From an optimization exercise on the open Yosys and OpenROAD flow, aimed at small area, a short achievable clock period and few clock cycles per item; shortcuts taken in it are not production practice.
Function was checked by simulation only, so behaviour that the tests miss may differ from the original.
Power is estimated from default activity; no workload was simulated.

==> inputs of run a <==
==> flow/design.v <==
module sc_ram #(
    parameter ADDR_WIDTH=8, 
    parameter DATA_WIDTH=16
)
(
    input logic clk,
    input logic rst,
    input logic wea,
    output logic wready,
    input logic [ADDR_WIDTH-1:0] addra,
    input logic [DATA_WIDTH-1:0] dia,
    input logic [ADDR_WIDTH-1:0] addrb,
    output logic [DATA_WIDTH-1:0] dob
);
localparam LW = 4;                     
localparam HW = ADDR_WIDTH - LW;       
localparam NP = 2**LW;                 
localparam NR = 2**HW;                 
logic [DATA_WIDTH-1:0] ring [NR-1:0][NP-1:0];
logic [LW-1:0] phase;
logic [LW-1:0] tag [NP-1:0];
logic                  wb_valid;
logic [ADDR_WIDTH-1:0] wb_addr;
logic [LW-1:0]         wb_place;       
logic [DATA_WIDTH-1:0] wb_data;
logic                  wb_commit;      
assign wb_commit = wb_valid && (wb_place == NP-1);
always_ff @(posedge clk or posedge rst) begin
    if (rst) begin
        phase <= '0;
        for (int p = 0; p < NP; p++)
            tag[p] <= p[LW-1:0];
        wb_valid <= 1'b0;
        wready <= 1'b1;
    end else begin
        phase <= phase + 1'b1;
        for (int p = 1; p < NP; p++)
            tag[p] <= tag[p-1];
        tag[0] <= tag[NP-1];
        if (wea && wready) begin
            wb_valid <= 1'b1;
            wready <= 1'b0;
        end else if (wb_commit) begin
            wb_valid <= 1'b0;
            wready <= 1'b1;
        end
    end
end
always_ff @(posedge clk) begin
    if (wea && wready) begin
        wb_addr  <= addra;
        wb_place <= addra[LW-1:0] + phase + 1'b1;
        wb_data  <= dia;
    end else begin
        wb_place <= wb_place + 1'b1;
    end
end
always_ff @(posedge clk) begin
    for (int r = 0; r < NR; r++) begin
        for (int p = 1; p < NP; p++)
            ring[r][p] <= ring[r][p-1];
        ring[r][0] <= (wb_commit && wb_addr[ADDR_WIDTH-1:LW] == r[HW-1:0]) ? wb_data : ring[r][NP-1];
    end
end
logic [NP-1:0] rd_place;
logic          rd_fwd;
always_comb begin
    for (int p = 0; p < NP; p++)
        rd_place[p] = addrb[LW-1:0] == tag[p];
end
assign rd_fwd = wb_valid && (wb_addr == addrb);
logic [DATA_WIDTH-1:0] by_place [NP-1:0];
logic [DATA_WIDTH-1:0] rd_word;
logic [DATA_WIDTH-1:0] t1 [NP-1:0][7:0];
logic [DATA_WIDTH-1:0] t2 [NP-1:0][3:0];
logic [DATA_WIDTH-1:0] t3 [NP-1:0][1:0];
logic [HW-1:0] hi;
assign hi = addrb[ADDR_WIDTH-1:LW];
always_comb begin
    for (int p = 0; p < NP; p++) begin
        for (int k = 0; k < 8; k++) t1[p][k] = hi[0] ? ring[2*k+1][p] : ring[2*k][p];
        for (int k = 0; k < 4; k++) t2[p][k] = hi[1] ? t1[p][2*k+1] : t1[p][2*k];
        for (int k = 0; k < 2; k++) t3[p][k] = hi[2] ? t2[p][2*k+1] : t2[p][2*k];
        by_place[p] = hi[3] ? t3[p][1] : t3[p][0];
    end
    rd_word = '0;
    for (int p = 0; p < NP; p++)
        rd_word = rd_word | (by_place[p] & {DATA_WIDTH{rd_place[p]}});
end
assign dob = rd_fwd ? wb_data : rd_word;
endmodule  
module li_ram #(
    parameter ADDR_WIDTH=8,
    parameter DATA_WIDTH=16
)
(
    input clk,
    input rst,
    input logic [ADDR_WIDTH-1:0] rd_req_addr_in,
    input logic                      rd_req_valid_in,
    output logic                     rd_req_ready_out,
    output logic [DATA_WIDTH-1:0] rd_resp_data_out,
    output logic                      rd_resp_valid_out,
    input logic                       rd_resp_ready_in,
    input logic [ADDR_WIDTH-1:0]  wr_addr_in,
    input logic [DATA_WIDTH-1:0]  wr_data_in,
    input logic                       wr_valid_in,
    output logic                      wr_ready_out
);
logic [DATA_WIDTH-1:0] rd_data;   
logic rd_acc;
assign rd_acc = rd_req_valid_in && rd_req_ready_out;
sc_ram #(
    .ADDR_WIDTH(ADDR_WIDTH),
    .DATA_WIDTH(DATA_WIDTH)
) li_ram_storage (
    .clk(clk),
    .rst(rst),
    .wea(wr_valid_in),
    .wready(wr_ready_out),
    .addra(wr_addr_in),
    .dia(wr_data_in),
    .addrb(rd_req_addr_in),
    .dob(rd_data)
);
logic [DATA_WIDTH-1:0] skid_data;
logic                  skid_valid;
logic                  out_free;
assign out_free = !rd_resp_valid_out || rd_resp_ready_in;
always_ff @(posedge clk or posedge rst) begin
    if (rst) begin
        rd_resp_valid_out <= 1'b0;
        skid_valid <= 1'b0;
        rd_req_ready_out <= 1'b1;
    end else begin
        if (out_free) begin
            rd_resp_valid_out <= skid_valid || rd_acc;
            skid_valid <= 1'b0;
            rd_req_ready_out <= 1'b1;
        end else if (rd_acc) begin
            skid_valid <= 1'b1;
            rd_req_ready_out <= 1'b0;
        end
    end
end
always_ff @(posedge clk) begin
    if (out_free)
        rd_resp_data_out <= skid_valid ? skid_data : rd_data;
    if (!out_free && !skid_valid)
        skid_data <= rd_data;
end
endmodule  
==> flow/flow/run.sh <==
#!/bin/bash
# The standard layout (the standard.sh: standard synthesis, then ORFS to
# finish), except that the port buffers are plain buf_4 cells instead of the
# delay cell ORFS picks by default. Every port still gets its own buffer.
set -e
export BUFFER_PORTS_ARGS="-buffer_cell sky130_fd_sc_hd__buf_4"
bash standard.sh > standard_flow.log 2>&1
==> flow/standard.sh <==
#!/bin/bash
# synth_recipe.tcl (not shown) runs the flow's synth.tcl, then flattens the netlist and writes it again
# the make line also repeats each setting of config.mk as NAME=value (left out here)
make -C /OpenROAD-flow-scripts/flow DESIGN_CONFIG=/design/flow/config.mk WORK_HOME=/design/flow/orfs CLKGATE_MAP_FILE= SYNTH_SCRIPT=/design/flow/synth_recipe.tcl "${@:-finish}"
==> flow/config.mk <==
export PLATFORM = sky130hd
export DESIGN_NAME = li_ram
export DESIGN_NICKNAME = li_ram
export VERILOG_FILES = /design/flow/design.v
export SDC_FILE = /design/flow/constraint.sdc
export NUM_CORES = 4
export LEC_CHECK = 0
export CAP_MARGIN = 20
export CORE_MARGIN = 2
export CORE_UTILIZATION = 30
export CTS_CLUSTER_DIAMETER = 80
export CTS_CLUSTER_SIZE = 30
export SETUP_SLACK_MARGIN = 1.5
export SLEW_MARGIN = 20
==> flow/constraint.sdc <==
create_clock -name core_clock -period 3.7 [get_ports {clk}]
set_input_delay 0.7400 -clock core_clock [delete_from_list [all_inputs] [get_ports {clk}]]
set_output_delay 0.7400 -clock core_clock [all_outputs]
set_load 0.01 [all_outputs]
==> inputs of run b, as changes to run a <==
--- a/flow/design.v
+++ b/flow/design.v
@@ -25,4 +25,5 @@
 logic [DATA_WIDTH-1:0] wb_data;
 logic                  wb_commit;      
+assign wready = !wb_valid;
 assign wb_commit = wb_valid && (wb_place == NP-1);
 always_ff @(posedge clk or posedge rst) begin
@@ -32,5 +33,4 @@
             tag[p] <= p[LW-1:0];
         wb_valid <= 1'b0;
-        wready <= 1'b1;
     end else begin
         phase <= phase + 1'b1;
@@ -38,11 +38,8 @@
             tag[p] <= tag[p-1];
         tag[0] <= tag[NP-1];
-        if (wea && wready) begin
+        if (wea && wready)
             wb_valid <= 1'b1;
-            wready <= 1'b0;
-        end else if (wb_commit) begin
+        else if (wb_commit)
             wb_valid <= 1'b0;
-            wready <= 1'b1;
-        end
     end
 end
@@ -127,4 +124,5 @@
 logic                  skid_valid;
 logic                  out_free;
+assign rd_req_ready_out = !skid_valid;
 assign out_free = !rd_resp_valid_out || rd_resp_ready_in;
 always_ff @(posedge clk or posedge rst) begin
@@ -132,13 +130,10 @@
         rd_resp_valid_out <= 1'b0;
         skid_valid <= 1'b0;
-        rd_req_ready_out <= 1'b1;
     end else begin
         if (out_free) begin
             rd_resp_valid_out <= skid_valid || rd_acc;
             skid_valid <= 1'b0;
-            rd_req_ready_out <= 1'b1;
         end else if (rd_acc) begin
             skid_valid <= 1'b1;
-            rd_req_ready_out <= 1'b0;
         end
     end
==> flow/run.sh (new file) <==
#!/bin/bash
# synth_recipe.tcl (not shown) runs the flow's synth.tcl, then flattens the netlist and writes it again
# the make line also repeats each setting of config.mk as NAME=value (left out here)
make -C /OpenROAD-flow-scripts/flow DESIGN_CONFIG=/design/flow/config.mk WORK_HOME=/design/flow/orfs CLKGATE_MAP_FILE= SYNTH_SCRIPT=/design/flow/synth_recipe.tcl finish
--- a/flow/config.mk
+++ b/flow/config.mk
@@ -8,6 +8,6 @@
 export CAP_MARGIN = 20
 export CORE_MARGIN = 2
-export CORE_UTILIZATION = 30
-export CTS_CLUSTER_DIAMETER = 80
+export CORE_UTILIZATION = 40
+export CTS_CLUSTER_DIAMETER = 100
 export CTS_CLUSTER_SIZE = 30
 export SETUP_SLACK_MARGIN = 1.5
removed: flow/flow/run.sh
removed: flow/standard.sh
==> inputs of run c, as changes to run a <==
--- a/flow/design.v
+++ b/flow/design.v
@@ -84,9 +84,23 @@
         by_place[p] = hi[3] ? t3[p][1] : t3[p][0];
     end
-    rd_word = '0;
-    for (int p = 0; p < NP; p++)
-        rd_word = rd_word | (by_place[p] & {DATA_WIDTH{rd_place[p]}});
 end
+genvar gb, gp;
+generate
+    for (gb = 0; gb < DATA_WIDTH; gb++) begin : g_out
+        logic [NP-1:0] col;
+        for (gp = 0; gp < NP; gp++) begin : g_place
+            assign col[gp] = by_place[gp][gb];
+        end
+        sel_or16 u_sel (.sel(rd_place), .d(col), .y(rd_word[gb]));
+    end
+endgenerate
 assign dob = rd_fwd ? wb_data : rd_word;
+endmodule  
+module sel_or16 (
+    input  logic [15:0] sel,
+    input  logic [15:0] d,
+    output logic        y
+);
+assign y = |(sel & d);
 endmodule  
 module li_ram #(
==> flow/run.sh (new file) <==
#!/bin/bash
# synth_recipe.tcl (not shown) runs the flow's synth.tcl, then flattens the netlist and writes it again
# the make line also repeats each setting of config.mk as NAME=value (left out here)
make -C /OpenROAD-flow-scripts/flow DESIGN_CONFIG=/design/flow/config.mk WORK_HOME=/design/flow/orfs CLKGATE_MAP_FILE= SYNTH_SCRIPT=/design/flow/synth_recipe.tcl finish
--- a/flow/config.mk
+++ b/flow/config.mk
@@ -13,2 +13,4 @@
 export SETUP_SLACK_MARGIN = 1.5
 export SLEW_MARGIN = 20
+export SYNTH_HIERARCHICAL = 1
+export SYNTH_MINIMUM_KEEP_SIZE = 0
removed: flow/flow/run.sh
removed: flow/standard.sh
==> inputs of run d, as changes to run a <==
==> flow/design.v, changed modules only <==
module SkidBuffer #(
	parameter WIDTH = 16
)
(
	input clk,arst,
	input valid_i,
	input [WIDTH-1:0] dat_i,
	output reg ready_i,
	output reg valid_o,
	output reg [WIDTH-1:0] dat_o,
	input ready_o	
);
reg [WIDTH-1:0] backup_storage;
reg backup_valid;
reg internal_valid_o  ;
reg internal_ready_i  ;
always @(posedge clk or posedge arst) begin
	if (arst) begin
		ready_i <= 1'b0;
		internal_ready_i <= 1'b0;
		valid_o <= 1'b0;
		internal_valid_o <= 1'b0;
		dat_o <= 0;
		backup_storage <= 0;
		backup_valid <= 1'b0;
	end
	else begin
		ready_i <= ready_o;
		internal_ready_i <= ready_o;
		if (internal_valid_o & ready_o) begin
			if (backup_valid) begin
				backup_valid <= 1'b0;
				dat_o <= backup_storage;
				valid_o <= 1'b1;	
				internal_valid_o <= 1'b1;	
			end
			else begin
				valid_o <= 1'b0;
				internal_valid_o <= 1'b0;
			end
		end
		if (internal_ready_i && valid_i) begin
			if (ready_o || !internal_valid_o) begin
				valid_o <= 1'b1;
				internal_valid_o <= 1'b1;
				dat_o <= dat_i;
			end
			else begin
				backup_valid <= 1'b1;
				backup_storage <= dat_i;
				ready_i <= 1'b0;  
				internal_ready_i <= 1'b0;
			end
		end			
	end
end
endmodule
module sc_ram #(
    parameter ADDR_WIDTH=8, 
    parameter DATA_WIDTH=16
)
(
    input logic clk,
    input logic ena,
    input logic enb,
    input logic wea,
    input logic [ADDR_WIDTH-1:0] addra,
    input logic [ADDR_WIDTH-1:0] addrb,
    input logic [DATA_WIDTH-1:0] dia,
    output logic [DATA_WIDTH-1:0] dob
);
logic [DATA_WIDTH-1:0] ram [2**ADDR_WIDTH-1:0];
always @(posedge clk) begin
    if (ena) begin
        if (wea) begin
            ram[addra] <= dia;
        end
    end
end
always @(posedge clk) begin
    if (enb) begin
        dob <= ram[addrb];
    end
end
endmodule  
module li_ram #(
    parameter ADDR_WIDTH=8,
    parameter DATA_WIDTH=16
)
(
    input clk,
    input rst,
    input logic [ADDR_WIDTH-1:0] rd_req_addr_in,
    input logic                      rd_req_valid_in,
    output logic                     rd_req_ready_out,
    output logic [DATA_WIDTH-1:0] rd_resp_data_out,
    output logic                      rd_resp_valid_out,
    input logic                       rd_resp_ready_in,
    input logic [ADDR_WIDTH-1:0]  wr_addr_in,
    input logic [DATA_WIDTH-1:0]  wr_data_in,
    input logic                       wr_valid_in,
    output logic                      wr_ready_out
);
logic ram_wr;  
logic ram_rd;  
logic [DATA_WIDTH-1:0] rd_data;  
logic token;
logic first_stage_valid;
logic first_stage_ready; 
logic second_stage_valid;
logic second_stage_ready;
assign rd_req_ready_out = first_stage_ready && second_stage_ready;
assign wr_ready_out = 1'b1;  
assign ram_wr = wr_valid_in;
always_comb begin
    first_stage_valid = 1'b0;
    ram_rd = 1'b0;
    if(rd_req_valid_in && rd_req_ready_out) begin
        first_stage_valid = 1'b1; 
        ram_rd = 1'b1;
    end
end
SkidBuffer #(
    .WIDTH(1)  
) first_stage_sb (
    .clk(clk),
    .arst(rst),
    .dat_i(first_stage_valid),
    .valid_i(first_stage_valid),
    .ready_i(first_stage_ready),
    .dat_o(token),
    .valid_o(second_stage_valid),
    .ready_o(second_stage_ready)
);
SkidBuffer #(
    .WIDTH(DATA_WIDTH)
) second_stage_sb (
    .clk(clk),
    .arst(rst),
    .dat_i(rd_data),
    .valid_i(second_stage_valid),
    .ready_i(second_stage_ready),
    .dat_o(rd_resp_data_out),
    .valid_o(rd_resp_valid_out),
    .ready_o(rd_resp_ready_in)
);
sc_ram #(
    .ADDR_WIDTH(ADDR_WIDTH),
    .DATA_WIDTH(DATA_WIDTH)
) li_ram_storage (
    .clk(clk),
    .ena(1'b1),
    .enb(ram_rd),
    .wea(ram_wr),
    .addra(wr_addr_in),
    .addrb(rd_req_addr_in),
    .dia(wr_data_in),
    .dob(rd_data)
);
endmodule  
==> flow/run.sh (new file) <==
#!/bin/bash
# synth_recipe.tcl (not shown) runs the flow's synth.tcl, then flattens the netlist and writes it again
# the make line also repeats each setting of config.mk as NAME=value (left out here)
make -C /OpenROAD-flow-scripts/flow DESIGN_CONFIG=/design/flow/config.mk WORK_HOME=/design/flow/orfs CLKGATE_MAP_FILE= SYNTH_SCRIPT=/design/flow/synth_recipe.tcl finish
--- a/flow/config.mk
+++ b/flow/config.mk
@@ -9,6 +9,4 @@
 export CORE_MARGIN = 2
 export CORE_UTILIZATION = 30
-export CTS_CLUSTER_DIAMETER = 80
-export CTS_CLUSTER_SIZE = 30
-export SETUP_SLACK_MARGIN = 1.5
+export SETUP_SLACK_MARGIN = 1.0
 export SLEW_MARGIN = 20
removed: flow/flow/run.sh
removed: flow/standard.sh
==> results.txt <==
item	run d	run a	run c	run b
Result of the run	no timing/DRC/antenna violations	no timing/DRC/antenna violations	no timing/DRC/antenna violations	no timing/DRC/antenna violations
Worst setup startpoint	rd_req_addr_in[1]	rd_req_addr_in[5]	rd_req_addr_in[4]	li_ram_storage.ring[116][4]$_DFF_P_
Setup repair bufs after CTS	14	132	108	185
Post-synthesis average cell area	21.8 sq um	16.0 sq um	17.3 sq um	16.5 sq um
Setup slack of the critical path after layout	919 ps	924 ps	823 ps	891 ps
Post-route fraction of the period consumed by the critical path	75.2%	75.0%	77.8%	75.9%
Die height	736 um	647 um	641 um	559 um
Post-route design area	191000 sq um	148000 sq um	142000 sq um	145000 sq um
Share of final-layout standard cells stronger than drive strength 1	30.2%	31.5%	33.4%	32.8%
Number of sequential cells	4152	4229	4229	4227
Power of the combinational group	5.94 mW	4.53 mW	3.56 mW	5.19 mW
Logic depth of the worst register-to-register path	9	7	8	10
Routing usage on met3	2.97%	3.41%	2.45%	4.58%
Power dissipated in sequential cells	52.4 mW	47.0 mW	46.9 mW	48.2 mW
Distinct cells, synth	63	75	46	81
Fraction of standard cell area that is sequential	65.2%	57.9%	60.2%	59.1%
Testbench counts of run a, summed over its fixed seeds: cycles 24,008, reads 20,000.
Testbench counts of run b, summed over its fixed seeds: cycles 24,008, reads 20,000.
Testbench counts of run c, summed over its fixed seeds: cycles 24,008, reads 20,000.
Testbench counts of run d, summed over its fixed seeds: cycles 28,016, reads 20,000.

-- afterwards: timing with drivers on the ports --
Ports are ideal in the flow. The routed layouts listed here were re-timed in OpenROAD. Step 1 sets driving cells, clkbuf_16 on the clock port and buf_2 on the other inputs (assumed; they add their load-dependent delay and slew). Step 2, shift: input delay + t, output delay - t, t = (earliest + latest rising clock arrival at the registers) / 2. This alone moves slack from input paths to output paths. a / b / c = ideal ports / drivers / drivers and shift; a / b = the first two.
run	t, ns	slack for setup (ns)	worst hold slack (ns)	worst data-port slew with drivers (ns)
run a	0.994	0.924 / 0.898 / -0.096	0.047 / -0.003 / 0.314	0.36
run b	1.000	0.891 / 0.891 / -0.104	0.061 / -0.027 / 0.323	0.19
run c	0.989	0.823 / 0.644 / -0.346	0.105 / 0.029 / 0.316	0.31
run d	1.062	0.919 / 0.821 / -0.242	0.164 / 0.091 / 0.504	0.24
With both steps, setup timing fails in every run listed, where it was met with ideal ports. The setup slack of run c, which loses most, moves by -0.179 ns with the drivers and by -1.169 ns with both steps.
